Context: an optimization exercise on an open-source flow, tuned for small area and a short achievable clock period. The choices shown serve that exercise and are no tape-out recipe. No functional check of the RTL was part of any run shown here. No activity file was given, so power comes from the tool's default toggle rates.

==> flow/design.v (outline; a module is shown in full before it is edited, if it fits) <==
// module incline_sat: 7 lines
// module cpa_ts: 103 lines
// module cpa_ic: 103 lines
// module cpa_prod: 220 lines
// module desiredDrive: 204 lines
// module desiredDrive_reg: 631 lines
module desiredDrive_reg(
    input clk, rst_n,
    input [11:0] avg_torque,
    input [4:0] cadence,
    input not_pedaling,
    input [12:0] incline,
    input [2:0] scale,
    output logic [11:0] target_curr
);
  // ...
==> flow/flow/run.sh <==
#!/bin/bash
# Layout flow: the standard flow (standard.sh), with these changes:
#  - synthesis: Yosys's generic "synth -run fine:" step skips its early ABC
#    pass (-noabc), so that extract_fa sees the RTL's full adders as written
#    (without the input/output inversions that pass puts around them), and
#    extract_fa looks for full adders only (EXTRACT_FA_ARGS); the rest of
#    synthesis (dfflibmap, the final ABC mapping, flatten, renaming) is as in
#    the standard flow's synthesis;
#  - the port buffers are PORT_BUF cells;
#  - ORFS's timing repair aims for SETUP_SLACK_MARGIN ns of setup slack.
# The SDC, the clock period and every other step are the standard flow's.
set -euo pipefail
HERE=$(pwd)
EXTRACT_FA_ARGS=""
SETUP_MARGIN=7.0
PORT_BUF=sky130_fd_sc_hd__buf_1
# ORFS's synth.tcl with the changes
sed -e 's/synth -top \$::env(DESIGN_NAME) -run fine: {\*}\$synth_full_args/synth -top $::env(DESIGN_NAME) -run fine: -noabc {*}$synth_full_args/' \
    -e "s/extract_fa {\*}\[dont_use_extract_fa_args\]/extract_fa $EXTRACT_FA_ARGS/" \
    "$FLOW_HOME/scripts/synth.tcl" > "$HERE/synth_changed.tcl"
grep -q -- '-run fine: -noabc' "$HERE/synth_changed.tcl"
grep -q -- "^ *extract_fa $EXTRACT_FA_ARGS\$" "$HERE/synth_changed.tcl"
# The standard flow's synthesis wrapper, sourcing the changed synth.tcl
sed "s#source \$::env(SCRIPTS_DIR)/synth.tcl#source $HERE/synth_changed.tcl#" synth_recipe.tcl > "$HERE/flow_synth.tcl"
grep -q "source $HERE/synth_changed.tcl" "$HERE/flow_synth.tcl"
# The standard.sh, pointed at that wrapper
sed "s#SYNTH_SCRIPT=[^ ]*#SYNTH_SCRIPT=$HERE/flow_synth.tcl#" standard.sh > "$HERE/flow_standard.sh"
grep -q "SYNTH_SCRIPT=$HERE/flow_synth.tcl" "$HERE/flow_standard.sh"
bash "$HERE/flow_standard.sh" SETUP_SLACK_MARGIN=$SETUP_MARGIN \
    "BUFFER_PORTS_ARGS=-buffer_cell $PORT_BUF" finish > "$HERE/flow_make.log" 2>&1
==> flow/standard.sh <==
#!/bin/bash
# synth_recipe.tcl (not shown) runs the flow's synth.tcl, then flattens the netlist and writes it again
# the make line also repeats each setting of config.mk as NAME=value (left out here)
make -C /OpenROAD-flow-scripts/flow DESIGN_CONFIG=/design/flow/config.mk WORK_HOME=/design/flow/orfs CLKGATE_MAP_FILE= SYNTH_SCRIPT=/design/flow/synth_recipe.tcl "${@:-finish}"
==> flow/config.mk <==
export PLATFORM = sky130hd
export DESIGN_NAME = desiredDrive_reg
export DESIGN_NICKNAME = desiredDrive_reg
export VERILOG_FILES = /design/flow/design.v
export SDC_FILE = /design/flow/constraint.sdc
export NUM_CORES = 4
export LEC_CHECK = 0
export CAP_MARGIN = 20
export CORE_MARGIN = 2
export CORE_UTILIZATION = 40
export CTS_BUF_LIST = sky130_fd_sc_hd__clkbuf_4 sky130_fd_sc_hd__clkbuf_8
export SLEW_MARGIN = 20
==> flow/constraint.sdc <==
create_clock -name core_clock -period 13.0 [get_ports {clk}]
set_input_delay 2.6000 -clock core_clock [delete_from_list [all_inputs] [get_ports {clk}]]
set_output_delay 2.6000 -clock core_clock [all_outputs]
set_load 0.01 [all_outputs]
==> results_tabular.tex, run 1 <==
\begin{tabular}{lr}
\hline
Metric & Value \\
\hline
\multicolumn{2}{l}{\textbf{Layout}} \\
\quad Area taken by flip-flops and latches & 0.00102 mm² \\
\quad FILL cells & $\sim$2200 \\
\quad Multi-input comb cells & 803 \\
\quad Most common cell after layout, fill and taps aside & sky130\_fd\_sc\_hd\_\_nor2\_1 \\
\quad Synth-to-layout area growth & 6.08\% \\
\quad Count of nets after finishing & $\sim$1200 \\
\quad Clock network area share & 0.00921 \\
\quad Non-clock buffer total of the final layout & 49 \\
\quad Largest cell class & multi-input gates \\
\multicolumn{2}{l}{\textbf{Yosys}} \\
\quad Proportion of synthesized chip area in sequential cells & 0.112 \\
\quad Main area contributors after synthesis & sky130\_fd\_sc\_hd\_\_fa\_1, sky130\_fd\_sc\_hd\_\_ha\_1, sky130\_fd\_sc\_hd\_\_nor2\_1, sky130\_fd\_sc\_hd\_\_and2\_1, sky130\_fd\_sc\_hd\_\_dfstp\_2 \\
\quad Gate count of the mapped netlist & 900 \\
\multicolumn{2}{l}{\textbf{Setup path}} \\
\quad Data arrival at the endpoint of the critical path & between 6 and 7 ns \\
\quad First element of the critical path & cadence[3] \\
\quad Register-to-register path setup slack & between 7 and 8 ns \\
\multicolumn{2}{l}{\textbf{Power and ir drop}} \\
\quad Power drawn by the combinational cells & 0.681 mW \\
\quad Power in sequential cells & 0.288 mW \\
\quad Worst vdd ir & about 0.050 mV \\
\quad Sequential group share of total power & 0.271 \\
\multicolumn{2}{l}{\textbf{Global routing}} \\
\quad Met2 global-route usage & 0.307 \\
\multicolumn{2}{l}{\textbf{STA}} \\
\quad Least setup slack across all paths after layout & 7.18 ns \\
\quad Fmax & 172 MHz \\
\quad Actual slew at the worst max-slew pin & $\sim$0.8 ns \\
\quad Final-report hold violation count & 0 \\
\multicolumn{2}{l}{\textbf{Clocking}} \\
\quad CTS clk-pin slew, worst paths & 0.10 ns \\
\quad Number of H-tree levels & 2 \\
\quad Hold Buf Count CTS & 0 \\
\multicolumn{2}{l}{\textbf{Die}} \\
\quad Effective utilization at floorplan & 0.404 \\
\multicolumn{2}{l}{\textbf{Run status}} \\
\quad Status & complete, no violations \\
\multicolumn{2}{l}{\textbf{Placed design}} \\
\quad Count of input and output buffers & 47 \\
\quad Routability-driven placement congestion ratio & 0.838 \\
\hline
\end{tabular}
==> module cpa_prod, before the edit <==
module cpa_prod(input [29:0] a, input [29:0] b, output [14:0] s);
wire g1 = a[0] & b[0];
wire g2 = a[1] & b[1];
wire g3 = a[2] & b[2];
wire g4 = a[3] & b[3];
wire g5 = a[4] & b[4];
wire g6 = a[5] & b[5];
wire g7 = a[6] & b[6];
wire g8 = a[7] & b[7];
wire g9 = a[8] & b[8];
wire g10 = a[9] & b[9];
wire g11 = a[10] & b[10];
wire g12 = a[11] & b[11];
wire g13 = a[12] & b[12];
wire g14 = a[13] & b[13];
wire g15 = a[14] & b[14];
wire g16 = a[15] & b[15];
wire g17 = a[16] & b[16];
wire g18 = a[17] & b[17];
wire g19 = a[18] & b[18];
wire g20 = a[19] & b[19];
wire g21 = a[20] & b[20];
wire g22 = a[21] & b[21];
wire g23 = a[22] & b[22];
wire g24 = a[23] & b[23];
wire g25 = a[24] & b[24];
wire g26 = a[25] & b[25];
wire g27 = a[26] & b[26];
wire g28 = a[27] & b[27];
wire g29 = a[28] & b[28];
wire g30 = a[29] & b[29];
wire h31 = a[0] ^ b[0];
wire h32 = a[1] ^ b[1];
wire h33 = a[2] ^ b[2];
wire h34 = a[3] ^ b[3];
wire h35 = a[4] ^ b[4];
wire h36 = a[5] ^ b[5];
wire h37 = a[6] ^ b[6];
wire h38 = a[7] ^ b[7];
wire h39 = a[8] ^ b[8];
wire h40 = a[9] ^ b[9];
wire h41 = a[10] ^ b[10];
wire h42 = a[11] ^ b[11];
wire h43 = a[12] ^ b[12];
wire h44 = a[13] ^ b[13];
wire h45 = a[14] ^ b[14];
wire h46 = a[15] ^ b[15];
wire h47 = a[16] ^ b[16];
wire h48 = a[17] ^ b[17];
wire h49 = a[18] ^ b[18];
wire h50 = a[19] ^ b[19];
wire h51 = a[20] ^ b[20];
wire h52 = a[21] ^ b[21];
wire h53 = a[22] ^ b[22];
wire h54 = a[23] ^ b[23];
wire h55 = a[24] ^ b[24];
wire h56 = a[25] ^ b[25];
wire h57 = a[26] ^ b[26];
wire h58 = a[27] ^ b[27];
wire h59 = a[28] ^ b[28];
wire h60 = a[29] ^ b[29];
wire G61 = g2 | (h32 & g1);
wire P62 = h32 & h31;
wire G63 = g4 | (h34 & g3);
wire P64 = h34 & h33;
wire G65 = g6 | (h36 & g5);
wire P66 = h36 & h35;
wire G67 = g8 | (h38 & g7);
wire P68 = h38 & h37;
wire G69 = g10 | (h40 & g9);
wire P70 = h40 & h39;
wire G71 = g12 | (h42 & g11);
wire P72 = h42 & h41;
wire G73 = g14 | (h44 & g13);
wire P74 = h44 & h43;
wire G75 = g16 | (h46 & g15);
wire P76 = h46 & h45;
wire G77 = g18 | (h48 & g17);
wire P78 = h48 & h47;
wire G79 = g20 | (h50 & g19);
wire P80 = h50 & h49;
wire G81 = g22 | (h52 & g21);
wire P82 = h52 & h51;
wire G83 = g24 | (h54 & g23);
wire P84 = h54 & h53;
wire G85 = g26 | (h56 & g25);
wire P86 = h56 & h55;
wire G87 = g28 | (h58 & g27);
wire P88 = h58 & h57;
wire G89 = g30 | (h60 & g29);
wire P90 = h60 & h59;
wire G91 = g3 | (h33 & G61);
wire P92 = h33 & P62;
wire G93 = G63 | (P64 & G61);
wire P94 = P64 & P62;
wire G95 = g7 | (h37 & G65);
wire P96 = h37 & P66;
wire G97 = G67 | (P68 & G65);
wire P98 = P68 & P66;
wire G99 = g11 | (h41 & G69);
wire P100 = h41 & P70;
wire G101 = G71 | (P72 & G69);
wire P102 = P72 & P70;
wire G103 = g15 | (h45 & G73);
wire P104 = h45 & P74;
wire G105 = G75 | (P76 & G73);
wire P106 = P76 & P74;
wire G107 = g19 | (h49 & G77);
wire P108 = h49 & P78;
wire G109 = G79 | (P80 & G77);
wire P110 = P80 & P78;
wire G111 = g23 | (h53 & G81);
wire P112 = h53 & P82;
wire G113 = G83 | (P84 & G81);
wire P114 = P84 & P82;
wire G115 = g27 | (h57 & G85);
wire P116 = h57 & P86;
wire G117 = G87 | (P88 & G85);
wire P118 = P88 & P86;
wire G119 = g5 | (h35 & G93);
wire P120 = h35 & P94;
wire G121 = G65 | (P66 & G93);
wire P122 = P66 & P94;
wire G123 = G95 | (P96 & G93);
wire P124 = P96 & P94;
wire G125 = G97 | (P98 & G93);
wire P126 = P98 & P94;
wire G127 = g13 | (h43 & G101);
wire P128 = h43 & P102;
wire G129 = G73 | (P74 & G101);
wire P130 = P74 & P102;
wire G131 = G103 | (P104 & G101);
wire P132 = P104 & P102;
wire G133 = G105 | (P106 & G101);
wire P134 = P106 & P102;
wire G135 = g21 | (h51 & G109);
wire P136 = h51 & P110;
wire G137 = G81 | (P82 & G109);
wire P138 = P82 & P110;
wire G139 = G111 | (P112 & G109);
wire P140 = P112 & P110;
wire G141 = G113 | (P114 & G109);
wire P142 = P114 & P110;
wire G143 = g29 | (h59 & G117);
wire P144 = h59 & P118;
wire G145 = G89 | (P90 & G117);
wire P146 = P90 & P118;
wire G147 = g9 | (h39 & G125);
wire P148 = h39 & P126;
wire G149 = G69 | (P70 & G125);
wire P150 = P70 & P126;
wire G151 = G99 | (P100 & G125);
wire P152 = P100 & P126;
wire G153 = G101 | (P102 & G125);
wire P154 = P102 & P126;
wire G155 = G127 | (P128 & G125);
wire P156 = P128 & P126;
wire G157 = G129 | (P130 & G125);
wire P158 = P130 & P126;
wire G159 = G131 | (P132 & G125);
wire P160 = P132 & P126;
wire G161 = G133 | (P134 & G125);
wire P162 = P134 & P126;
wire G163 = g25 | (h55 & G141);
wire P164 = h55 & P142;
wire G165 = G85 | (P86 & G141);
wire P166 = P86 & P142;
wire G167 = G115 | (P116 & G141);
wire P168 = P116 & P142;
wire G169 = G117 | (P118 & G141);
wire P170 = P118 & P142;
wire G171 = G143 | (P144 & G141);
wire P172 = P144 & P142;
wire G173 = G145 | (P146 & G141);
wire P174 = P146 & P142;
wire G175 = g17 | (h47 & G161);
wire P176 = h47 & P162;
wire G177 = G77 | (P78 & G161);
wire P178 = P78 & P162;
wire G179 = G107 | (P108 & G161);
wire P180 = P108 & P162;
wire G181 = G109 | (P110 & G161);
wire P182 = P110 & P162;
wire G183 = G135 | (P136 & G161);
wire P184 = P136 & P162;
wire G185 = G137 | (P138 & G161);
wire P186 = P138 & P162;
wire G187 = G139 | (P140 & G161);
wire P188 = P140 & P162;
wire G189 = G141 | (P142 & G161);
wire P190 = P142 & P162;
wire G191 = G163 | (P164 & G161);
wire P192 = P164 & P162;
wire G193 = G165 | (P166 & G161);
wire P194 = P166 & P162;
wire G195 = G167 | (P168 & G161);
wire P196 = P168 & P162;
wire G197 = G169 | (P170 & G161);
wire P198 = P170 & P162;
wire G199 = G171 | (P172 & G161);
wire P200 = P172 & P162;
wire G201 = G173 | (P174 & G161);
wire P202 = P174 & P162;
wire o203 = h46 ^ G159;
wire o204 = h47 ^ G161;
wire o205 = h48 ^ G175;
wire o206 = h49 ^ G177;
wire o207 = h50 ^ G179;
wire o208 = h51 ^ G181;
wire o209 = h52 ^ G183;
wire o210 = h53 ^ G185;
wire o211 = h54 ^ G187;
wire o212 = h55 ^ G189;
wire o213 = h56 ^ G191;
wire o214 = h57 ^ G193;
wire o215 = h58 ^ G195;
wire o216 = h59 ^ G197;
wire o217 = h60 ^ G199;
assign s = {o217, o216, o215, o214, o213, o212, o211, o210, o209, o208, o207, o206, o205, o204, o203};
endmodule
==> inputs of run 2 (changes only) <==
--- a/flow/design.v
+++ b/flow/design.v
@@ -206,17 +206,17 @@
 wire o95 = h25 ^ G73;
 wire o96 = h26 ^ G75;
 wire o97 = h27 ^ G77;
 wire o98 = h28 ^ G79;
 wire o99 = h29 ^ G81;
 wire o100 = h30 ^ G83;
 assign s = {o100, o99, o98, o97, o96, o95, o94, o93, o92, o91, o90, o89, o88, o87, h16};
 endmodule
-module cpa_prod(input [29:0] a, input [29:0] b, output [14:0] s);
+module cpa_prod(input [27:0] a, input [27:0] b, output [12:0] s);
 wire g1 = a[0] & b[0];
 wire g2 = a[1] & b[1];
 wire g3 = a[2] & b[2];
 wire g4 = a[3] & b[3];
 wire g5 = a[4] & b[4];
 wire g6 = a[5] & b[5];
 wire g7 = a[6] & b[6];
 wire g8 = a[7] & b[7];
@@ -235,206 +235,186 @@
 wire g21 = a[20] & b[20];
 wire g22 = a[21] & b[21];
 wire g23 = a[22] & b[22];
 wire g24 = a[23] & b[23];
 wire g25 = a[24] & b[24];
 wire g26 = a[25] & b[25];
 wire g27 = a[26] & b[26];
 wire g28 = a[27] & b[27];
-wire g29 = a[28] & b[28];
-wire g30 = a[29] & b[29];
-wire h31 = a[0] ^ b[0];
-wire h32 = a[1] ^ b[1];
-wire h33 = a[2] ^ b[2];
-wire h34 = a[3] ^ b[3];
-wire h35 = a[4] ^ b[4];
-wire h36 = a[5] ^ b[5];
-wire h37 = a[6] ^ b[6];
-wire h38 = a[7] ^ b[7];
-wire h39 = a[8] ^ b[8];
-wire h40 = a[9] ^ b[9];
-wire h41 = a[10] ^ b[10];
-wire h42 = a[11] ^ b[11];
-wire h43 = a[12] ^ b[12];
-wire h44 = a[13] ^ b[13];
-wire h45 = a[14] ^ b[14];
-wire h46 = a[15] ^ b[15];
-wire h47 = a[16] ^ b[16];
-wire h48 = a[17] ^ b[17];
-wire h49 = a[18] ^ b[18];
-wire h50 = a[19] ^ b[19];
-wire h51 = a[20] ^ b[20];
-wire h52 = a[21] ^ b[21];
-wire h53 = a[22] ^ b[22];
-wire h54 = a[23] ^ b[23];
-wire h55 = a[24] ^ b[24];
-wire h56 = a[25] ^ b[25];
-wire h57 = a[26] ^ b[26];
-wire h58 = a[27] ^ b[27];
-wire h59 = a[28] ^ b[28];
-wire h60 = a[29] ^ b[29];
-wire G61 = g2 | (h32 & g1);
-wire P62 = h32 & h31;
-wire G63 = g4 | (h34 & g3);
-wire P64 = h34 & h33;
-wire G65 = g6 | (h36 & g5);
-wire P66 = h36 & h35;
-wire G67 = g8 | (h38 & g7);
-wire P68 = h38 & h37;
-wire G69 = g10 | (h40 & g9);
-wire P70 = h40 & h39;
-wire G71 = g12 | (h42 & g11);
-wire P72 = h42 & h41;
-wire G73 = g14 | (h44 & g13);
-wire P74 = h44 & h43;
-wire G75 = g16 | (h46 & g15);
-wire P76 = h46 & h45;
-wire G77 = g18 | (h48 & g17);
-wire P78 = h48 & h47;
-wire G79 = g20 | (h50 & g19);
-wire P80 = h50 & h49;
-wire G81 = g22 | (h52 & g21);
-wire P82 = h52 & h51;
-wire G83 = g24 | (h54 & g23);
-wire P84 = h54 & h53;
-wire G85 = g26 | (h56 & g25);
-wire P86 = h56 & h55;
-wire G87 = g28 | (h58 & g27);
-wire P88 = h58 & h57;
-wire G89 = g30 | (h60 & g29);
-wire P90 = h60 & h59;
-wire G91 = g3 | (h33 & G61);
-wire P92 = h33 & P62;
-wire G93 = G63 | (P64 & G61);
-wire P94 = P64 & P62;
-wire G95 = g7 | (h37 & G65);
-wire P96 = h37 & P66;
-wire G97 = G67 | (P68 & G65);
-wire P98 = P68 & P66;
-wire G99 = g11 | (h41 & G69);
-wire P100 = h41 & P70;
-wire G101 = G71 | (P72 & G69);
-wire P102 = P72 & P70;
-wire G103 = g15 | (h45 & G73);
-wire P104 = h45 & P74;
-wire G105 = G75 | (P76 & G73);
-wire P106 = P76 & P74;
-wire G107 = g19 | (h49 & G77);
-wire P108 = h49 & P78;
-wire G109 = G79 | (P80 & G77);
-wire P110 = P80 & P78;
-wire G111 = g23 | (h53 & G81);
-wire P112 = h53 & P82;
-wire G113 = G83 | (P84 & G81);
-wire P114 = P84 & P82;
-wire G115 = g27 | (h57 & G85);
-wire P116 = h57 & P86;
-wire G117 = G87 | (P88 & G85);
-wire P118 = P88 & P86;
-wire G119 = g5 | (h35 & G93);
-wire P120 = h35 & P94;
-wire G121 = G65 | (P66 & G93);
-wire P122 = P66 & P94;
-wire G123 = G95 | (P96 & G93);
-wire P124 = P96 & P94;
-wire G125 = G97 | (P98 & G93);
-wire P126 = P98 & P94;
-wire G127 = g13 | (h43 & G101);
-wire P128 = h43 & P102;
-wire G129 = G73 | (P74 & G101);
-wire P130 = P74 & P102;
-wire G131 = G103 | (P104 & G101);
-wire P132 = P104 & P102;
-wire G133 = G105 | (P106 & G101);
-wire P134 = P106 & P102;
-wire G135 = g21 | (h51 & G109);
-wire P136 = h51 & P110;
-wire G137 = G81 | (P82 & G109);
-wire P138 = P82 & P110;
-wire G139 = G111 | (P112 & G109);
-wire P140 = P112 & P110;
-wire G141 = G113 | (P114 & G109);
-wire P142 = P114 & P110;
-wire G143 = g29 | (h59 & G117);
-wire P144 = h59 & P118;
-wire G145 = G89 | (P90 & G117);
-wire P146 = P90 & P118;
-wire G147 = g9 | (h39 & G125);
-wire P148 = h39 & P126;
-wire G149 = G69 | (P70 & G125);
-wire P150 = P70 & P126;
-wire G151 = G99 | (P100 & G125);
-wire P152 = P100 & P126;
-wire G153 = G101 | (P102 & G125);
-wire P154 = P102 & P126;
-wire G155 = G127 | (P128 & G125);
-wire P156 = P128 & P126;
-wire G157 = G129 | (P130 & G125);
-wire P158 = P130 & P126;
-wire G159 = G131 | (P132 & G125);
-wire P160 = P132 & P126;
-wire G161 = G133 | (P134 & G125);
-wire P162 = P134 & P126;
-wire G163 = g25 | (h55 & G141);
-wire P164 = h55 & P142;
-wire G165 = G85 | (P86 & G141);
-wire P166 = P86 & P142;
-wire G167 = G115 | (P116 & G141);
-wire P168 = P116 & P142;
-wire G169 = G117 | (P118 & G141);
-wire P170 = P118 & P142;
-wire G171 = G143 | (P144 & G141);
-wire P172 = P144 & P142;
-wire G173 = G145 | (P146 & G141);
-wire P174 = P146 & P142;
-wire G175 = g17 | (h47 & G161);
-wire P176 = h47 & P162;
-wire G177 = G77 | (P78 & G161);
-wire P178 = P78 & P162;
-wire G179 = G107 | (P108 & G161);
-wire P180 = P108 & P162;
-wire G181 = G109 | (P110 & G161);
-wire P182 = P110 & P162;
-wire G183 = G135 | (P136 & G161);
-wire P184 = P136 & P162;
-wire G185 = G137 | (P138 & G161);
-wire P186 = P138 & P162;
-wire G187 = G139 | (P140 & G161);
-wire P188 = P140 & P162;
-wire G189 = G141 | (P142 & G161);
-wire P190 = P142 & P162;
-wire G191 = G163 | (P164 & G161);
-wire P192 = P164 & P162;
-wire G193 = G165 | (P166 & G161);
-wire P194 = P166 & P162;
-wire G195 = G167 | (P168 & G161);
-wire P196 = P168 & P162;
-wire G197 = G169 | (P170 & G161);
-wire P198 = P170 & P162;
-wire G199 = G171 | (P172 & G161);
-wire P200 = P172 & P162;
-wire G201 = G173 | (P174 & G161);
-wire P202 = P174 & P162;
-wire o203 = h46 ^ G159;
-wire o204 = h47 ^ G161;
-wire o205 = h48 ^ G175;
-wire o206 = h49 ^ G177;
-wire o207 = h50 ^ G179;
-wire o208 = h51 ^ G181;
-wire o209 = h52 ^ G183;
-wire o210 = h53 ^ G185;
-wire o211 = h54 ^ G187;
-wire o212 = h55 ^ G189;
-wire o213 = h56 ^ G191;
-wire o214 = h57 ^ G193;
-wire o215 = h58 ^ G195;
-wire o216 = h59 ^ G197;
-wire o217 = h60 ^ G199;
-assign s = {o217, o216, o215, o214, o213, o212, o211, o210, o209, o208, o207, o206, o205, o204, o203};
+wire h29 = a[0] ^ b[0];
+wire h30 = a[1] ^ b[1];
+wire h31 = a[2] ^ b[2];
+wire h32 = a[3] ^ b[3];
+wire h33 = a[4] ^ b[4];
+wire h34 = a[5] ^ b[5];
+wire h35 = a[6] ^ b[6];
+wire h36 = a[7] ^ b[7];
+wire h37 = a[8] ^ b[8];
+wire h38 = a[9] ^ b[9];
+wire h39 = a[10] ^ b[10];
+wire h40 = a[11] ^ b[11];
+wire h41 = a[12] ^ b[12];
+wire h42 = a[13] ^ b[13];
+wire h43 = a[14] ^ b[14];
+wire h44 = a[15] ^ b[15];
+wire h45 = a[16] ^ b[16];
+wire h46 = a[17] ^ b[17];
+wire h47 = a[18] ^ b[18];
+wire h48 = a[19] ^ b[19];
+wire h49 = a[20] ^ b[20];
+wire h50 = a[21] ^ b[21];
+wire h51 = a[22] ^ b[22];
+wire h52 = a[23] ^ b[23];
+wire h53 = a[24] ^ b[24];
+wire h54 = a[25] ^ b[25];
+wire h55 = a[26] ^ b[26];
+wire h56 = a[27] ^ b[27];
+wire G57 = g2 | (h30 & g1);
+wire P58 = h30 & h29;
+wire G59 = g4 | (h32 & g3);
+wire P60 = h32 & h31;
+wire G61 = g6 | (h34 & g5);
+wire P62 = h34 & h33;
+wire G63 = g8 | (h36 & g7);
+wire P64 = h36 & h35;
+wire G65 = g10 | (h38 & g9);
+wire P66 = h38 & h37;
+wire G67 = g12 | (h40 & g11);
+wire P68 = h40 & h39;
+wire G69 = g14 | (h42 & g13);
+wire P70 = h42 & h41;
+wire G71 = g16 | (h44 & g15);
+wire P72 = h44 & h43;
+wire G73 = g18 | (h46 & g17);
+wire P74 = h46 & h45;
+wire G75 = g20 | (h48 & g19);
+wire P76 = h48 & h47;
+wire G77 = g22 | (h50 & g21);
+wire P78 = h50 & h49;
+wire G79 = g24 | (h52 & g23);
+wire P80 = h52 & h51;
+wire G81 = g26 | (h54 & g25);
+wire P82 = h54 & h53;
+wire G83 = g28 | (h56 & g27);
+wire P84 = h56 & h55;
+wire G85 = g3 | (h31 & G57);
+wire P86 = h31 & P58;
+wire G87 = G59 | (P60 & G57);
+wire P88 = P60 & P58;
+wire G89 = g7 | (h35 & G61);
+wire P90 = h35 & P62;
+wire G91 = G63 | (P64 & G61);
+wire P92 = P64 & P62;
+wire G93 = g11 | (h39 & G65);
+wire P94 = h39 & P66;
+wire G95 = G67 | (P68 & G65);
+wire P96 = P68 & P66;
+wire G97 = g15 | (h43 & G69);
+wire P98 = h43 & P70;
+wire G99 = G71 | (P72 & G69);
+wire P100 = P72 & P70;
+wire G101 = g19 | (h47 & G73);
+wire P102 = h47 & P74;
+wire G103 = G75 | (P76 & G73);
+wire P104 = P76 & P74;
+wire G105 = g23 | (h51 & G77);
+wire P106 = h51 & P78;
+wire G107 = G79 | (P80 & G77);
+wire P108 = P80 & P78;
+wire G109 = g27 | (h55 & G81);
+wire P110 = h55 & P82;
+wire G111 = G83 | (P84 & G81);
+wire P112 = P84 & P82;
+wire G113 = g5 | (h33 & G87);
+wire P114 = h33 & P88;
+wire G115 = G61 | (P62 & G87);
+wire P116 = P62 & P88;
+wire G117 = G89 | (P90 & G87);
+wire P118 = P90 & P88;
+wire G119 = G91 | (P92 & G87);
+wire P120 = P92 & P88;
+wire G121 = g13 | (h41 & G95);
+wire P122 = h41 & P96;
+wire G123 = G69 | (P70 & G95);
+wire P124 = P70 & P96;
+wire G125 = G97 | (P98 & G95);
+wire P126 = P98 & P96;
+wire G127 = G99 | (P100 & G95);
+wire P128 = P100 & P96;
+wire G129 = g21 | (h49 & G103);
+wire P130 = h49 & P104;
+wire G131 = G77 | (P78 & G103);
+wire P132 = P78 & P104;
+wire G133 = G105 | (P106 & G103);
+wire P134 = P106 & P104;
+wire G135 = G107 | (P108 & G103);
+wire P136 = P108 & P104;
+wire G137 = g9 | (h37 & G119);
+wire P138 = h37 & P120;
+wire G139 = G65 | (P66 & G119);
+wire P140 = P66 & P120;
+wire G141 = G93 | (P94 & G119);
+wire P142 = P94 & P120;
+wire G143 = G95 | (P96 & G119);
+wire P144 = P96 & P120;
+wire G145 = G121 | (P122 & G119);
+wire P146 = P122 & P120;
+wire G147 = G123 | (P124 & G119);
+wire P148 = P124 & P120;
+wire G149 = G125 | (P126 & G119);
+wire P150 = P126 & P120;
+wire G151 = G127 | (P128 & G119);
+wire P152 = P128 & P120;
+wire G153 = g25 | (h53 & G135);
+wire P154 = h53 & P136;
+wire G155 = G81 | (P82 & G135);
+wire P156 = P82 & P136;
+wire G157 = G109 | (P110 & G135);
+wire P158 = P110 & P136;
+wire G159 = G111 | (P112 & G135);
+wire P160 = P112 & P136;
+wire G161 = g17 | (h45 & G151);
+wire P162 = h45 & P152;
+wire G163 = G73 | (P74 & G151);
+wire P164 = P74 & P152;
+wire G165 = G101 | (P102 & G151);
+wire P166 = P102 & P152;
+wire G167 = G103 | (P104 & G151);
+wire P168 = P104 & P152;
+wire G169 = G129 | (P130 & G151);
+wire P170 = P130 & P152;
+wire G171 = G131 | (P132 & G151);
+wire P172 = P132 & P152;
+wire G173 = G133 | (P134 & G151);
+wire P174 = P134 & P152;
+wire G175 = G135 | (P136 & G151);
+wire P176 = P136 & P152;
+wire G177 = G153 | (P154 & G151);
+wire P178 = P154 & P152;
+wire G179 = G155 | (P156 & G151);
+wire P180 = P156 & P152;
+wire G181 = G157 | (P158 & G151);
+wire P182 = P158 & P152;
+wire G183 = G159 | (P160 & G151);
+wire P184 = P160 & P152;
+wire o185 = h44 ^ G149;
+wire o186 = h45 ^ G151;
+wire o187 = h46 ^ G161;
+wire o188 = h47 ^ G163;
+wire o189 = h48 ^ G165;
+wire o190 = h49 ^ G167;
+wire o191 = h50 ^ G169;
+wire o192 = h51 ^ G171;
+wire o193 = h52 ^ G173;
+wire o194 = h53 ^ G175;
+wire o195 = h54 ^ G177;
+wire o196 = h55 ^ G179;
+wire o197 = h56 ^ G181;
+assign s = {o197, o196, o195, o194, o193, o192, o191, o190, o189, o188, o187, o186, o185};
 endmodule
 module desiredDrive(
     input [11:0] avg_torque,
     input [4:0] cadence,
     input not_pedaling,
     input [12:0] incline,
     input [2:0] scale,
     output [14:0] ts_prod,
@@ -1241,22 +1221,21 @@
 wire b_s580 = b_s482 ^ b_c529 ^ b_s530;
 wire b_c581 = (b_s482 & b_c529) | (b_s482 & b_s530) | (b_c529 & b_s530);
 wire b_s582 = b_s486 ^ b_c531 ^ b_s532;
 wire b_c583 = (b_s486 & b_c531) | (b_s486 & b_s532) | (b_c531 & b_s532);
 wire b_s584 = b_s488 ^ b_c533 ^ b_s534;
 wire b_c585 = (b_s488 & b_c533) | (b_s488 & b_s534) | (b_c533 & b_s534);
 wire b_s586 = b_c489 ^ b_c535 ^ b_s536;
 wire b_c587 = (b_c489 & b_c535) | (b_c489 & b_s536) | (b_c535 & b_s536);
-wire b_s588 = b_p210 ^ b_p224 ^ b_c537;
-wire b_c589 = (b_p210 & b_p224) | (b_p210 & b_c537) | (b_p224 & b_c537);
-wire [14:0] b_q590;
-cpa_prod u_cpa_prod(.a({1'b0, b_p225, b_c587, b_c585, b_c583, b_c581, b_c579, b_c577, b_c575, b_c573, b_c571, b_c569, b_c567, b_c565, b_c563, b_c561, b_c559, b_c557, b_c555, b_c553, b_c551, b_c549, b_c547, b_c545, b_c543, b_c541, b_c539, b_p31, b_p2, b_p1}), .b({1'b0, b_c589, b_s588, b_s586, b_s584, b_s582, b_s580, b_s578, b_s576, b_s574, b_s572, b_s570, b_s568, b_s566, b_s564, b_s562, b_s560, b_s558, b_s556, b_s554, b_s552, b_s550, b_s548, b_s546, b_s544, b_s542, b_s540, b_s538, b_p16, 1'b0}), .s(b_q590));
+wire [12:0] b_q588;
+cpa_prod u_cpa_prod(.a({1'b0, b_c585, b_c583, b_c581, b_c579, b_c577, b_c575, b_c573, b_c571, b_c569, b_c567, b_c565, b_c563, b_c561, b_c559, b_c557, b_c555, b_c553, b_c551, b_c549, b_c547, b_c545, b_c543, b_c541, b_c539, b_p31, b_p2, b_p1}), .b({1'b0, b_s586, b_s584, b_s582, b_s580, b_s578, b_s576, b_s574, b_s572, b_s570, b_s568, b_s566, b_s564, b_s562, b_s560, b_s558, b_s556, b_s554, b_s552, b_s550, b_s548, b_s546, b_s544, b_s542, b_s540, b_s538, b_p16, 1'b0}), .s(b_q588));
+wire b_sat589 = b_p210 | b_p224 | b_p225 | b_c537 | b_c587 | b_q588[12];
 logic [14:0] prod_hi;
-assign prod_hi = {b_q590[14], b_q590[13], b_q590[12], b_q590[11], b_q590[10], b_q590[9], b_q590[8], b_q590[7], b_q590[6], b_q590[5], b_q590[4], b_q590[3], b_q590[2], b_q590[1], b_q590[0]};
+assign prod_hi = {1'b0, 1'b0, b_sat589, b_q588[11], b_q588[10], b_q588[9], b_q588[8], b_q588[7], b_q588[6], b_q588[5], b_q588[4], b_q588[3], b_q588[2], b_q588[1], b_q588[0]};
 logic [11:0] curr_r;
 logic sat_r;
 always_ff @(posedge clk, negedge rst_n) begin
     if (!rst_n) begin
         curr_r <= 12'h000;
         sat_r <= 1'b0;
     end
     else begin
==> run 2 against run 1 <==
Final cell count decreased by 2.3%. Sequential cell count unchanged. Sequential share of layout area increased by 0.23 points. Fmax decreased by 1.9%. First-iteration DRC count decreased by 12%. Sequential power about the same. Clock-buffer cell count decreased by 1. Critical path depth increased by 3.
==> results_tabular.tex, run 2 <==
\begin{tabular}{lr}
\hline
Metric & Value \\
\hline
\multicolumn{2}{l}{\textbf{Detailed routing}} \\
\quad Wire length reported by the detailed router & 20800 µm \\
\quad Final antenna-violating net count & 0 \\
\quad Remaining routing DRC violations & 0 \\
\quad DR pass1 iterations & 4 \\
\quad WL/cell & 17.7 µm \\
\quad Detailed router's first-iteration violation count & 288 \\
\quad Via Count & 6280 \\
\quad Via/cell ratio & 5.35 \\
\multicolumn{2}{l}{\textbf{Die}} \\
\quad Total Die Area & 0.0235 mm² \\
\quad Die Y & 153 µm \\
\quad I/O pin count & 48 \\
\quad Effective utilization at floorplan & 0.408 (+0.00398) \\
\quad Width of the chip & roughly 150 µm \\
\quad Row Count & 54 \\
\quad Area of the core & 0.0218 mm² \\
\multicolumn{2}{l}{\textbf{Power and ir drop}} \\
\quad Leakage power & 4.85 nW \\
\quad Worst vdd ir & 0.0553 mV (+12\%) \\
\quad Power per cell area & 114 mW/mm² \\
\multicolumn{2}{l}{\textbf{Setup path}} \\
\quad Slowest cell on the critical path & sky130\_fd\_sc\_hd\_\_fa\_1 \\
\quad Crit path launch type & input pin \\
\quad Data arrival at the endpoint of the critical path & 6.17 ns (+0.13 ns) \\
\quad Setup crit end kind & flop \\
\quad Largest stage delay on the critical path & 0.53 ns \\
\quad Register-to-register path setup slack & 7.43 ns (+0.14 ns) \\
\quad Cell occurring most often along the worst timing path & sky130\_fd\_sc\_hd\_\_fa\_1 \\
\quad Startpoint-to-endpoint class of the critical path & input pin to flop \\
\quad Worst path required time & 13.25 ns \\
\quad Ordered cell list for the critical path & clkbuf\_2 > and2\_4 > fa\_1 > fa\_1 > fa\_1 > ha\_4 > a21o\_1 > a31o\_2 > and2\_1 > o21ai\_1 > nand2b\_1 > fa\_2 > xnor2\_1 > nor2\_1 > a21oi\_1 \\
\quad Critical path peak fanout & 6 \\
\multicolumn{2}{l}{\textbf{Clocking}} \\
\quad Later-pin clock latency in the skew report & $\sim$0.33 ns \\
\quad CTS root buffer & sky130\_fd\_sc\_hd\_\_clkbuf\_8 \\
\quad Clock sink count & 43 \\
\quad Cts bufs inserted & 5 \\
\quad Hold Buf Count CTS & 0 (unchanged) \\
\quad Number of H-tree levels & 2 (unchanged) \\
\quad CTS clk-pin slew, worst paths & 0.10 ns (about the same) \\
\quad TritonCTS clock tree & yes \\
\quad Clock tree buffer depth & 2 \\
\multicolumn{2}{l}{\textbf{Yosys}} \\
\quad Most frequently used cell type in the post-synthesis netlist & sky130\_fd\_sc\_hd\_\_nor2\_1 \\
\quad Flops \& latches, synth & 43 \\
\quad Gate count of the mapped netlist & 878 (-2.4\%) \\
\quad Primary flip-flop cell chosen by synthesis mapping & sky130\_fd\_sc\_hd\_\_dfxtp\_1 \\
\quad Synth unique cells & 44 \\
\quad Summed instance area of the synthesized netlist & 0.00890 mm² \\
\quad Share of synthesized registers carrying an async set or reset & 0.651 \\
\quad Top cell type by total area after synthesis & sky130\_fd\_sc\_hd\_\_fa\_1 \\
\quad Number of enable-type register cells in the synthesized netlist & 0 \\
\quad Proportion of synthesized chip area in sequential cells & 0.115 (+0.00237) \\
\quad Nets in the synthesized netlist & 1198 \\
\quad Main area contributors after synthesis & sky130\_fd\_sc\_hd\_\_fa\_1, sky130\_fd\_sc\_hd\_\_ha\_1, sky130\_fd\_sc\_hd\_\_nor2\_1, sky130\_fd\_sc\_hd\_\_and2\_1, sky130\_fd\_sc\_hd\_\_dfstp\_2 \\
\quad Yosys top cell area share & 0.472 \\
\quad Average instance area after synthesis & 10.1 µm² \\
\quad Top cells by instance count after synthesis & sky130\_fd\_sc\_hd\_\_nor2\_1, sky130\_fd\_sc\_hd\_\_fa\_1, sky130\_fd\_sc\_hd\_\_ha\_1 \\
\quad Warnings from Yosys & 1 \\
\multicolumn{2}{l}{\textbf{Layout}} \\
\quad Synth-to-layout area growth & 5.89\% \\
\quad Top Registers & ic\_rn (15), ts\_rn (15), curr\_r (12) \\
\quad Count of nets after finishing & 1212 (-2.1\%) \\
\quad Antenna cell count & 0 \\
\quad Most frequent cells in the layout & sky130\_fd\_sc\_hd\_\_nor2\_1, sky130\_fd\_sc\_hd\_\_fa\_1, sky130\_fd\_sc\_hd\_\_ha\_1, sky130\_fd\_sc\_hd\_\_and2\_1, sky130\_fd\_sc\_hd\_\_buf\_1 \\
\quad Final std cells w/o fill & 1173 \\
\quad Most common cell after layout, fill and taps aside & sky130\_fd\_sc\_hd\_\_nor2\_1 \\
\quad Share of layout cells above drive strength 1 & 0.0560 \\
\multicolumn{2}{l}{\textbf{Global routing}} \\
\quad Number of antenna violations at the first check in global routing & 0 \\
\quad Global-route congestion overflow total & 0 \\
\quad First-pass GRT wire length & approximately 36000 µm \\
\quad Number of global-route vias before repair & slightly above 7000 \\
\quad Global Route Usage Sum & 0.192 \\
\quad Pin count of the biggest net entering global routing & 29 \\
\multicolumn{2}{l}{\textbf{STA}} \\
\quad Fmax & 169 MHz (-1.9\%) \\
\quad Aggregate negative setup slack & 0 ns \\
\quad Part of the cycle the worst path needs & 0.456 \\
\quad Period minus WS final & 5.93 ns \\
\quad Clock Skews & 0.0201 ns \\
\quad Number of setup violations in the final report & 0 \\
\quad Max Transition Viols Final & 0 \\
\quad Worst slew margin relative to its limit & 0.378 \\
\quad Final-report hold violation count & 0 (unchanged) \\
\quad Actual slew at the worst max-slew pin & 0.930 ns (+0.148 ns) \\
\quad Unrepaired setup endpoints after global routing & yes \\
\multicolumn{2}{l}{\textbf{Placed design}} \\
\quad Estimated wirelength of the detail-placed design & 16200 µm \\
\quad Routability-driven placement congestion ratio & 0.845 (+0.79\%) \\
\quad Count of input and output buffers & 47 (unchanged) \\
\quad Placed cell count & 1163 \\
\multicolumn{2}{l}{\textbf{Run status}} \\
\quad Status & complete, no violations \\
\multicolumn{2}{l}{\textbf{Run}} \\
\quad Max-cap violations & 0 \\
\multicolumn{2}{l}{\textbf{Hold path}} \\
\quad Classification of the worst-slack hold path & flop to flop \\
\hline
\end{tabular}
[run 2: changes by cell type in the layout (fill, tap and decap cells not counted), sizes merged, moves of 5 or more]
cell,change
clkbuf,-8
o31ai,-5
a21oi,+6
buf,+8
nor2,-7
xnor2,+6
[run 2: what timing repair did]
item / 4_1_cts / 5_1_grt
pin swaps: 0 / 1
setup buffers: 0 / 2
resized for setup: 2 / 3
setup endpoints to repair: 4 / 7
[run 2: final timing paths]
| kind | start | to | depth (start not counted) |
|---|---|---|---|
| min in group asynchronous | rst_n | curr_r[7] | 2 |
| worst max-delay path | incline[2] | ic_rn[9] | 15 |
| worst min register to register | ic_rn[14] | sat_r | 2 |
| worst min-delay path | ic_rn[14] | sat_r | 2 |
| max in group asynchronous | rst_n | ts_rn[0] | 2 |
| worst max register to register | ic_rn[13] | curr_r[11] | 15 |
[run 2: layer usage]
layer  track usage  part of all wire
met5             0                 0
met3        0.0241             0.044
met4        0.0441             0.015
met1         0.254              0.43
met2         0.338              0.51
[run 2: through the flow]
step                power, mW   util  instance area (µm²)  setup slack [ns]  hold slack, ns
floorplan               0.774      -                 8930              7.01           0.585
global placement        0.955  0.426                 9290              6.64           0.825
detailed placement      0.962  0.426                 9290              6.59           0.811
CTS                      1.08  0.431                 9410              7.02           0.833
global route             1.20  0.432                 9430              6.91           0.837
finish                   1.08  0.432                 9430              7.07           0.796
[run 2: worst max-delay path: cells and delay by family]
kind / cells / cell delay (ns)
and+or+nand+nor: 4 / 0.52
buffers and inverters: 1 / 0.14
adders and majority gates: 5 / 2.03
xor gates and xnor gates: 1 / 0.16
AOI/OAI and AO/OA: 4 / 0.71
[run 2: cell families after synthesis]
group           Yosys count  synth area share
simple gates            385             0.196
fa+ha+maj               284             0.576
compound gates           83            0.0613
buf+inv                  52            0.0219
flops                    43             0.115
xor+xnor                 31            0.0305
[run 2: cell type report]
| type | instances | area (µm²) |
|---|---|---|
| repair buffers | 50 | 204 |
| inverters | 9 | 33.8 |
| clock inverters | 2 | 36.3 |
| flip-flops and latches | 43 | 1020 |
| fillers | 2149 | 12400 |
| clock buffers | 6 | 76.3 |
| well taps | 280 | 350 |
| multi-input cells | 783 | 7700 |
[run 2: power breakdown]
group	switching [mW]	internal [mW]	leakage (nW)
clock	0.0551	0.0597	0.0591
combinational	0.359	0.313	4.34
sequential	0.115	0.175	0.450
==> inputs of run 3 (changes only) <==
--- a/flow/flow/run.sh
+++ b/flow/flow/run.sh
@@ -14,3 +14,3 @@
 EXTRACT_FA_ARGS=""
-SETUP_MARGIN=7.0
+SETUP_MARGIN=7.3
 PORT_BUF=sky130_fd_sc_hd__buf_1
==> run 3 against run 2 <==
Wire length grew 1.5%. Clock power shrank 14%. Sequential cell count is the same. Sequential power is essentially flat. Highest routed layer unchanged. Register-to-register slack gained 0.13 ns. Via count grew 0.72%. Combinational power grew 7.4%. Still clean. Worst hold slack gained 0.0095 ns. Setup slack gained 0.20 ns. Sequential share of layout area shrank 0.23 points. Synthesized area is the same.
==> results_tabular.tex, run 3 <==
\begin{tabular}{lr}
\hline
Metric & Value \\
\hline
\multicolumn{2}{l}{\textbf{Yosys}} \\
\quad Summed instance area of the synthesized netlist & 0.00890 mm² (unchanged) \\
\quad Synth unique cells & 44 (unchanged) \\
\quad Warnings from Yosys & 1 (unchanged) \\
\quad Most frequently used cell type in the post-synthesis netlist & sky130\_fd\_sc\_hd\_\_nor2\_1 \\
\quad Nets in the synthesized netlist & 1198 (unchanged) \\
\quad Top cell type by total area after synthesis & sky130\_fd\_sc\_hd\_\_fa\_1 \\
\quad Top cells by instance count after synthesis & sky130\_fd\_sc\_hd\_\_nor2\_1, sky130\_fd\_sc\_hd\_\_fa\_1, sky130\_fd\_sc\_hd\_\_ha\_1 \\
\quad Share of synthesized registers carrying an async set or reset & 0.651 (unchanged) \\
\quad Average instance area after synthesis & 10.1 µm² (unchanged) \\
\quad Flops \& latches, synth & 43 (unchanged) \\
\quad Gate count of the mapped netlist & 878 (unchanged) \\
\quad Main area contributors after synthesis & sky130\_fd\_sc\_hd\_\_fa\_1, sky130\_fd\_sc\_hd\_\_ha\_1, sky130\_fd\_sc\_hd\_\_nor2\_1, sky130\_fd\_sc\_hd\_\_and2\_1, sky130\_fd\_sc\_hd\_\_dfstp\_2 \\
\quad Proportion of synthesized chip area in sequential cells & 0.115 (unchanged) \\
\quad Primary flip-flop cell chosen by synthesis mapping & sky130\_fd\_sc\_hd\_\_dfxtp\_1 \\
\quad Yosys top cell area share & 0.472 (unchanged) \\
\quad Number of enable-type register cells in the synthesized netlist & 0 (unchanged) \\
\multicolumn{2}{l}{\textbf{Detailed routing}} \\
\quad WL/cell & 17.8 µm (+0.48\%) \\
\quad Final antenna-violating net count & 0 (unchanged) \\
\quad DR pass1 iterations & 4 (unchanged) \\
\quad Via/cell ratio & 5.34 (-0.30\%) \\
\quad Detailed router's first-iteration violation count & 390 (+35\%) \\
\quad Via Count & 6325 (+0.72\%) \\
\quad Remaining routing DRC violations & 0 (unchanged) \\
\quad Wire length reported by the detailed router & 21100 µm (+1.5\%) \\
\multicolumn{2}{l}{\textbf{Clocking}} \\
\quad Clock tree buffer depth & 2 (unchanged) \\
\quad Hold Buf Count CTS & 0 (unchanged) \\
\quad Later-pin clock latency in the skew report & 0.32 ns (about the same) \\
\quad TritonCTS clock tree & yes \\
\quad Cts bufs inserted & 5 (unchanged) \\
\quad CTS clk-pin slew, worst paths & 0.09 ns (about the same) \\
\quad Number of H-tree levels & 2 (unchanged) \\
\quad Clock sink count & 43 (unchanged) \\
\quad CTS root buffer & sky130\_fd\_sc\_hd\_\_clkbuf\_8 \\
\multicolumn{2}{l}{\textbf{Setup path}} \\
\quad Setup crit end kind & flop \\
\quad Critical path peak fanout & 8 (+2) \\
\quad Largest stage delay on the critical path & 0.53 ns (about the same) \\
\quad Startpoint-to-endpoint class of the critical path & input pin to flop \\
\quad Slowest cell on the critical path & sky130\_fd\_sc\_hd\_\_fa\_1 \\
\quad Crit path launch type & input pin \\
\quad Cell depth of the worst setup path & 15 (unchanged) \\
\quad First element of the critical path & cadence[3] \\
\quad Register-to-register path setup slack & 7.56 ns (+0.13 ns) \\
\quad Buffer and inverter count on the worst path & 1 (unchanged) \\
\quad Reg2reg path depth & 15 (unchanged) \\
\quad R2R Path End & curr\_r[11] \\
\quad Worst path required time & 13.17 ns (-0.08 ns) \\
\quad Ordered cell list for the critical path & buf\_12 > and2\_4 > fa\_1 > fa\_1 > fa\_1 > ha\_4 > a21o\_1 > a31o\_4 > and2\_4 > o21ai\_2 > nand2b\_1 > fa\_2 > xnor2\_2 > nor2\_1 > a21oi\_1 \\
\quad Cell occurring most often along the worst timing path & sky130\_fd\_sc\_hd\_\_fa\_1 \\
\quad Gate family responsible for the most delay along the worst path & adder cells \\
\quad Data arrival at the endpoint of the critical path & 5.90 ns (-0.27 ns) \\
\quad R2r startpoint & ts\_rn[0] \\
\quad Termination of the worst setup path & ic\_rn[9] \\
\multicolumn{2}{l}{\textbf{Global routing}} \\
\quad Pin count of the biggest net entering global routing & 29 (unchanged) \\
\quad Number of antenna violations at the first check in global routing & 0 (unchanged) \\
\quad Global Route Usage Sum & 0.194 (+0.00202) \\
\quad Number of global-route vias before repair & 7269 (+2.5\%) \\
\quad First-pass GRT wire length & 36400 µm (+1.3\%) \\
\quad Global-route congestion overflow total & 0 (unchanged) \\
\multicolumn{2}{l}{\textbf{Power and ir drop}} \\
\quad Switching Fraction & 0.493 (+0.00137) \\
\quad Proportion of power drawn by the clock network & 0.089 (-0.017) \\
\quad Leakage power & 4.96 nW (+2.4\%) \\
\quad Relative contribution of combinational cells to total power & 0.650 (+0.026) \\
\quad Worst vdd ir & 0.0544 mV (-1.6\%) \\
\quad Sequential group share of total power & 0.261 (-0.008) \\
\quad Int Power & 0.564 mW (+2.9\%) \\
\quad Power per cell area & 115 mW/mm² (+0.62\%) \\
\quad Psw & 0.548 mW (+3.5\%) \\
\multicolumn{2}{l}{\textbf{STA}} \\
\quad Period minus WS final & 5.73 ns (-0.197 ns) \\
\quad Least setup slack across all paths after layout & 7.27 ns (+0.197 ns) \\
\quad Aggregate negative setup slack & 0 ns (unchanged) \\
\quad Number of setup violations in the final report & 0 (unchanged) \\
\quad Max Transition Viols Final & 0 (unchanged) \\
\quad Unrepaired setup endpoints after global routing & yes \\
\quad Clock Skews & 0.0144 ns (-0.00577 ns) \\
\quad Fmax & 175 MHz (+3.4\%) \\
\quad Final-report hold violation count & 0 (unchanged) \\
\quad Worst slew margin relative to its limit & 0.414 (+0.0361) \\
\quad Actual slew at the worst max-slew pin & 0.876 ns (-0.0539 ns) \\
\quad Part of the cycle the worst path needs & 0.441 (-0.0152) \\
\multicolumn{2}{l}{\textbf{Hold path}} \\
\quad Classification of the worst-slack hold path & flop to flop \\
\multicolumn{2}{l}{\textbf{Placed design}} \\
\quad Estimated wirelength of the detail-placed design & 16200 µm (about the same) \\
\quad Count of input and output buffers & 47 (unchanged) \\
\quad Worst slack, placed & 6.57 ns (-0.0165 ns) \\
\quad Routability-driven placement congestion ratio & 0.814 (-3.7\%) \\
\multicolumn{2}{l}{\textbf{Die}} \\
\quad Die Y & 153 µm (unchanged) \\
\quad Area of the core & 0.0218 mm² (unchanged) \\
\quad I/O pin count & 48 (unchanged) \\
\quad Effective utilization at floorplan & 0.408 (unchanged) \\
\quad Total Die Area & 0.0235 mm² (unchanged) \\
\quad Width of the chip & 153 µm (unchanged) \\
\quad Row Count & 54 (unchanged) \\
\multicolumn{2}{l}{\textbf{Layout}} \\
\quad Antenna cell count & 0 (unchanged) \\
\quad Count of nets after finishing & 1224 (+0.99\%) \\
\quad Most common cell after layout, fill and taps aside & sky130\_fd\_sc\_hd\_\_nor2\_1 \\
\quad Top Registers & ic\_rn (15), ts\_rn (15), curr\_r (12) \\
\quad Most frequent cells in the layout & sky130\_fd\_sc\_hd\_\_nor2\_1, sky130\_fd\_sc\_hd\_\_fa\_1, sky130\_fd\_sc\_hd\_\_ha\_1, sky130\_fd\_sc\_hd\_\_and2\_1, sky130\_fd\_sc\_hd\_\_buf\_1 \\
\quad Share of layout cells above drive strength 1 & 0.0994 (+0.0435) \\
\quad Synth-to-layout area growth & 8.57\% \\
\multicolumn{2}{l}{\textbf{Run status}} \\
\quad Status & complete, no violations \\
\multicolumn{2}{l}{\textbf{Run}} \\
\quad Max-cap violations & 0 (unchanged) \\
\hline
\end{tabular}
-- run 3: worst min path at each step --
stage          endpoint       from  depth (start not counted)  slack, ns
6_report          sat_r  ic_rn[14]                          2       0.81
5_1_grt           sat_r  ic_rn[14]                          2       0.88
3_3_place_gp      sat_r  ts_rn[13]                          2       0.83
3_5_place_dp      sat_r  ts_rn[13]                          2       0.83
4_1_cts           sat_r  ts_rn[13]                          2       0.85
2_1_floorplan     sat_r  ic_rn[14]                          2       0.59
-- run 3: layout make-up --
class	instances	area [µm²]
fillers	2105	12200
inverters	9	33.8
well taps	280	350
repair buffers	62	360
multi-input cells	783	7800
flip-flops and latches	43	1020
clock buffers	6	82.6
clock inverters	2	15.0
-- run 3: routing by layer --
metal | vias to the layer above | share of wire | global-route usage
met5 | - | 0 | 0
met1 | 3287 | 0.43 | 0.257
li1 | 2852 | - | -
met4 | 0 | 0.020 | 0.0503
met2 | 157 | 0.51 | 0.339
met3 | 29 | 0.047 | 0.0244
-- run 3: power groups by stage --
stage | Clock (mW) | Sequential (mW) | Combinational, mW
3_3_place_gp | 0 | 0.291 | 0.665
3_5_place_dp | 0 | 0.290 | 0.676
5_1_grt | 0.108 | 0.299 | 0.831
6_report | 0.0986 | 0.290 | 0.723
2_1_floorplan | 0 | 0.200 | 0.576
4_1_cts | 0.102 | 0.287 | 0.703
-- run 3: worst reg2reg max path: cells and delay by family (launching register included) --
kind	cells	cell delay [ns]
simple gates	5	0.69
fa+ha+maj	7	3.24
xor+xnor	1	0.17
flops	1	0.75
compound gates	2	0.52
-- run 3: logic make-up (layout without fill, tap and decap cells) --
family / count (synthesis) / count (layout) / synth area share
adder cells (fa/ha/maj): 284 / 284 / 0.576
buffers and inverters: 52 / 79 / 0.0219
flip-flops: 43 / 43 / 0.115
AND/OR/NAND/NOR: 385 / 385 / 0.196
XOR/XNOR: 31 / 31 / 0.0305
AO/OA/AOI/OAI: 83 / 83 / 0.0613
-- run 3: stage by stage --
step	instances	util	power [mW]	hold slack, ns	instance area (µm²)
6_report	1185	0.443	1.11	0.805	9670
5_1_grt	1185	0.443	1.24	0.882	9670
4_1_cts	1178	0.436	1.09	0.850	9530
3_5_place_dp	1163	0.426	0.966	0.830	9300
3_3_place_gp	1163	0.426	0.956	0.834	9300
2_1_floorplan	878	-	0.776	0.585	8940
-- run 3: repair_timing --
item,in CTS,in global routing
buffers inserted,7,7
pin swaps,12,24
resized for setup,23,27
endpoints found under the hold margin,0,0
endpoints found under the setup margin,7,10
==> inputs of run 4 (changes only) <==
--- a/flow/config.mk
+++ b/flow/config.mk
@@ -12 +12,2 @@
 export SLEW_MARGIN = 20
+export TNS_END_PERCENT = 5
==> run 4 against run 3 <==
Sequential power barely moved. Register-to-register slack lost 0.04 ns. Worst hold slack lost 0.0057 ns. Clock skew decreased by 0.0017 ns.
==> results_tabular.tex, run 4 <==
\begin{tabular}{lr}
\hline
Metric & Value \\
\hline
\multicolumn{2}{l}{\textbf{Setup path}} \\
\quad Crit path launch type & input pin \\
\quad Buffer and inverter count on the worst path & 1 (unchanged) \\
\quad Setup crit end kind & flop \\
\quad Critical path peak fanout & 6 (-2) \\
\quad Worst path required time & 13.18 ns (about the same) \\
\quad Ordered cell list for the critical path & buf\_12 > and2\_4 > fa\_1 > fa\_1 > fa\_1 > ha\_4 > a21o\_1 > a31o\_4 > and2\_4 > o21ai\_4 > nand2b\_1 > fa\_2 > xnor2\_1 > nor2\_1 > a21oi\_1 \\
\quad Data arrival at the endpoint of the critical path & 5.90 ns (about the same) \\
\quad Gate family responsible for the most delay along the worst path & adder cells \\
\quad Cell occurring most often along the worst timing path & sky130\_fd\_sc\_hd\_\_fa\_1 \\
\quad Slowest cell on the critical path & sky130\_fd\_sc\_hd\_\_fa\_1 \\
\quad Startpoint-to-endpoint class of the critical path & input pin to flop \\
\quad Largest stage delay on the critical path & 0.54 ns (about the same) \\
\multicolumn{2}{l}{\textbf{Placed design}} \\
\quad Count of input and output buffers & 47 (unchanged) \\
\quad Estimated wirelength of the detail-placed design & 15800 µm (-2.9\%) \\
\quad Area after detailed placement & 0.00930 mm² (unchanged) \\
\quad Routability-driven placement congestion ratio & 0.816 (+0.20\%) \\
\multicolumn{2}{l}{\textbf{STA}} \\
\quad Aggregate negative setup slack & 0 ns (unchanged) \\
\quad Actual slew at the worst max-slew pin & 0.883 ns (+0.00689 ns) \\
\quad Clock Skews & 0.0127 ns (-0.00172 ns) \\
\quad Max Transition Viols Final & 0 (unchanged) \\
\quad Worst slew margin relative to its limit & 0.409 (-0.00461) \\
\quad Period minus WS final & 5.71 ns (-0.0159 ns) \\
\quad Part of the cycle the worst path needs & 0.440 (-0.00122) \\
\quad Final-report hold violation count & 0 (unchanged) \\
\quad Number of setup violations in the final report & 0 (unchanged) \\
\quad Unrepaired setup endpoints after global routing & yes \\
\quad Fmax & 175 MHz (+0.28\%) \\
\multicolumn{2}{l}{\textbf{Clocking}} \\
\quad Later-pin clock latency in the skew report & 0.32 ns (about the same) \\
\quad CTS clk-pin slew, worst paths & 0.09 ns (about the same) \\
\quad Hold Buf Count CTS & 0 (unchanged) \\
\quad Clock sink count & 43 (unchanged) \\
\quad Number of H-tree levels & 2 (unchanged) \\
\quad Cts bufs inserted & 5 (unchanged) \\
\quad TritonCTS clock tree & yes \\
\quad CTS root buffer & sky130\_fd\_sc\_hd\_\_clkbuf\_8 \\
\quad Clock tree buffer depth & 2 (unchanged) \\
\multicolumn{2}{l}{\textbf{Run}} \\
\quad Max-cap violations & 0 (unchanged) \\
\multicolumn{2}{l}{\textbf{Detailed routing}} \\
\quad Wire length reported by the detailed router & 20300 µm (-3.6\%) \\
\quad Amount of wire on met2 after detailed routing & 10200 µm (-4.6\%) \\
\quad Remaining routing DRC violations & 0 (unchanged) \\
\quad Uppermost routed layer & met4 \\
\quad WL/cell & 17.2 µm (-3.2\%) \\
\quad WL met1 & 8740 µm (-2.9\%) \\
\quad Final antenna-violating net count & 0 (unchanged) \\
\quad Via Count & 6257 (-1.1\%) \\
\quad Via/cell ratio & 5.30 (-0.66\%) \\
\quad Met3 wire length & 966 µm (-2.1\%) \\
\quad DR pass1 iterations & 4 (unchanged) \\
\quad Detailed router's first-iteration violation count & 363 (-6.9\%) \\
\multicolumn{2}{l}{\textbf{Yosys}} \\
\quad Warnings from Yosys & 1 (unchanged) \\
\quad Primary flip-flop cell chosen by synthesis mapping & sky130\_fd\_sc\_hd\_\_dfxtp\_1 \\
\quad Top cells by instance count after synthesis & sky130\_fd\_sc\_hd\_\_nor2\_1, sky130\_fd\_sc\_hd\_\_fa\_1, sky130\_fd\_sc\_hd\_\_ha\_1 \\
\quad Flops \& latches, synth & 43 (unchanged) \\
\quad Average instance area after synthesis & 10.1 µm² (unchanged) \\
\quad Post-synthesis share of cell area spent on and, or, nand and nor gates & 0.196 (unchanged) \\
\quad Number of enable-type register cells in the synthesized netlist & 0 (unchanged) \\
\quad Proportion of synthesized chip area in sequential cells & 0.115 (unchanged) \\
\quad Nets in the synthesized netlist & 1198 (unchanged) \\
\quad Mux share of post-synthesis cell area & 0 (unchanged) \\
\quad Largest family of logic cells by synthesized area & adder cells \\
\quad Top cell type by total area after synthesis & sky130\_fd\_sc\_hd\_\_fa\_1 \\
\quad Synth unique cells & 44 (unchanged) \\
\quad Summed instance area of the synthesized netlist & 0.00890 mm² (unchanged) \\
\quad Post-synthesis compound-gate area fraction & 0.0613 (unchanged) \\
\quad Adder and majority cell fraction of the synthesized area & 0.576 (unchanged) \\
\quad Share of synthesized registers carrying an async set or reset & 0.651 (unchanged) \\
\quad Share of the synthesized netlist area taken by xor and xnor gates & 0.0305 (unchanged) \\
\quad Main area contributors after synthesis & sky130\_fd\_sc\_hd\_\_fa\_1, sky130\_fd\_sc\_hd\_\_ha\_1, sky130\_fd\_sc\_hd\_\_nor2\_1, sky130\_fd\_sc\_hd\_\_and2\_1, sky130\_fd\_sc\_hd\_\_dfstp\_2 \\
\quad Yosys top cell area share & 0.472 (unchanged) \\
\quad Gate count of the mapped netlist & 878 (unchanged) \\
\quad Most frequently used cell type in the post-synthesis netlist & sky130\_fd\_sc\_hd\_\_nor2\_1 \\
\multicolumn{2}{l}{\textbf{Layout}} \\
\quad Util after Layout & 0.439 (-0.00407) \\
\quad Antenna cell count & 0 (unchanged) \\
\quad Count of nets after finishing & 1219 (-0.41\%) \\
\quad Most common cell after layout, fill and taps aside & sky130\_fd\_sc\_hd\_\_nor2\_1 \\
\quad Share of layout cells above drive strength 1 & 0.0811 (-0.0183) \\
\quad Synth-to-layout area growth & 7.58\% \\
\quad Most frequent cells in the layout & sky130\_fd\_sc\_hd\_\_nor2\_1, sky130\_fd\_sc\_hd\_\_fa\_1, sky130\_fd\_sc\_hd\_\_ha\_1, sky130\_fd\_sc\_hd\_\_and2\_1, sky130\_fd\_sc\_hd\_\_buf\_1 \\
\quad Top Registers & ic\_rn (15), ts\_rn (15), curr\_r (12) \\
\quad Final non-filler cell area & 0.00958 mm² (-0.92\%) \\
\quad Area of combinational cells with multiple inputs & 0.00775 mm² (-0.61\%) \\
\quad FILL cells & 2127 (+1.0\%) \\
\quad Area taken by flip-flops and latches & 0.00102 mm² (-0.12\%) \\
\multicolumn{2}{l}{\textbf{Power and ir drop}} \\
\quad Proportion of power drawn by the clock network & 0.091 (+0.002) \\
\quad Power per cell area & 112 mW/mm² (-2.4\%) \\
\quad Int Power & 0.543 mW (-3.6\%) \\
\quad Relative contribution of combinational cells to total power & 0.638 (-0.012) \\
\quad Worst vdd ir & 0.0552 mV (+1.5\%) \\
\quad Switching Fraction & 0.495 (+0.00176) \\
\quad Sequential group share of total power & 0.271 (+0.010) \\
\quad Leakage power & 4.92 nW (-0.83\%) \\
\quad Psw & 0.532 mW (-2.9\%) \\
\multicolumn{2}{l}{\textbf{Global routing}} \\
\quad Number of global-route vias before repair & 7165 (-1.4\%) \\
\quad Number of antenna violations at the first check in global routing & 0 (unchanged) \\
\quad Global-route congestion overflow total & 0 (unchanged) \\
\quad Pin count of the biggest net entering global routing & 29 (unchanged) \\
\quad First-pass GRT wire length & 35900 µm (-1.5\%) \\
\quad Global Route Usage Sum & 0.191 (-0.00279) \\
\multicolumn{2}{l}{\textbf{Die}} \\
\quad Row Count & 54 (unchanged) \\
\quad Area of the core & 0.0218 mm² (unchanged) \\
\quad Total Die Area & 0.0235 mm² (unchanged) \\
\quad Effective utilization at floorplan & 0.408 (unchanged) \\
\quad Die Y & 153 µm (unchanged) \\
\quad Width of the chip & 153 µm (unchanged) \\
\quad I/O pin count & 48 (unchanged) \\
\multicolumn{2}{l}{\textbf{Hold path}} \\
\quad Classification of the worst-slack hold path & flop to flop \\
\multicolumn{2}{l}{\textbf{Run status}} \\
\quad Status & complete, no violations \\
\hline
\end{tabular}
## run 4: final timing paths
kind / to / slack, ns / cells after the start / startpoint
worst max-delay path: ic_rn[9] / 7.29 / 15 / cadence[3]
worst min-delay path: sat_r / 0.80 / 2 / ic_rn[14]
worst max register to register: curr_r[11] / 7.52 / 15 / ts_rn[0]
worst min register to register: sat_r / 0.80 / 2 / ic_rn[14]
max in group asynchronous: ts_rn[2] / 10.40 / 2 / rst_n
min in group asynchronous: curr_r[0] / 2.26 / 2 / rst_n
## run 4: area by class of cell
type	instances	area share
multi-input cells	783	0.809
flip-flops and latches	43	0.107
well taps	280	0.0366
repair buffers	57	0.0334
clock buffers	6	0.00862
inverters	9	0.00353
clock inverters	2	0.00157
## run 4: power by group through the flow
stage	sequential (mW)	clock (mW)	combinational, mW
after floorplan	0.200	0	0.576
after global placement	0.293	0	0.666
after detailed placement	0.292	0	0.672
after CTS	0.289	0.102	0.687
after global routing	0.299	0.107	0.801
final	0.292	0.0976	0.686
## run 4: metrics by stage
| stage | setup WS, ns | total power [mW] | hold slack (ns) | std cells |
|---|---|---|---|---|
| after floorplan | 7.04 | 0.776 | 0.585 | 878 |
| after global placement | 6.64 | 0.959 | 0.832 | 1163 |
| after detailed placement | 6.55 | 0.964 | 0.826 | 1163 |
| after CTS | 7.18 | 1.08 | 0.847 | 1177 |
| after global routing | 7.14 | 1.21 | 0.859 | 1180 |
| final | 7.29 | 1.08 | 0.800 | 1180 |
## run 4: worst reg2reg max path, cell delays in order (launching register included)
cell                      delay (ns)
sky130_fd_sc_hd__dfstp_2        0.75
sky130_fd_sc_hd__nor2_1         0.12
sky130_fd_sc_hd__fa_1           0.58
sky130_fd_sc_hd__fa_1           0.46
sky130_fd_sc_hd__fa_1           0.46
sky130_fd_sc_hd__fa_1           0.40
sky130_fd_sc_hd__fa_1           0.53
sky130_fd_sc_hd__fa_1           0.41
sky130_fd_sc_hd__ha_1           0.32
sky130_fd_sc_hd__nor2_1         0.06
sky130_fd_sc_hd__a31oi_1        0.33
sky130_fd_sc_hd__nand3_1        0.18
sky130_fd_sc_hd__a21oi_2        0.27
sky130_fd_sc_hd__nor2_1         0.11
sky130_fd_sc_hd__o21ai_0        0.28
sky130_fd_sc_hd__xor2_1         0.18
## run 4: cell families after synthesis
family	after synthesis
AO/OA/AOI/OAI	83
XOR/XNOR	31
adder cells (fa/ha/maj)	284
buffers and inverters	52
flip-flops	43
AND/OR/NAND/NOR	385
## run 4: what timing repair did
item                                    in CTS  in global routing
endpoints found under the setup margin       7                 10
gates resized for setup                     16                 17
buffers inserted                             6                  3
pin swaps                                   11                 11
## run 4: metal layers
layer  GRT usage  vias to the layer above
li1            -                     2848
met1       0.260                     3247
met2       0.327                      137
met3      0.0218                       25
met4      0.0520                        0
met5           0                        -

-- afterwards: timing with drivers on the ports --
How much do the figures lean on ideal ports? The routed layouts below were timed once more, with nothing changed but the port constraints. Step 1 (the two cells are an assumption about what drives the block):
set clk [get_ports {clk}]
set_driving_cell -lib_cell sky130_fd_sc_hd__clkbuf_16 $clk
set_driving_cell -lib_cell sky130_fd_sc_hd__buf_2 [delete_from_list [all_inputs] $clk]
Step 2, shift: input delay + t, output delay - t, t = (earliest + latest rising clock arrival at the registers) / 2. This alone moves slack from input paths to output paths. Three values: ideal ports, drivers, drivers and shift; two values: the first two.
run	t (ns)	setup WS [ns]	worst slew at a driven data input, ns	cell pins on the clock port's net
run 1	0.352	7.183 / 7.199 / 6.847	0.03	1
run 2	0.361	7.072 / 7.086 / 6.725	0.06	1
run 3	0.351	7.270 / 7.260 / 6.908	0.06	1
run 4	0.353	7.286 / 7.277 / 6.924	0.06	1
After both steps every run listed still meets setup and hold.
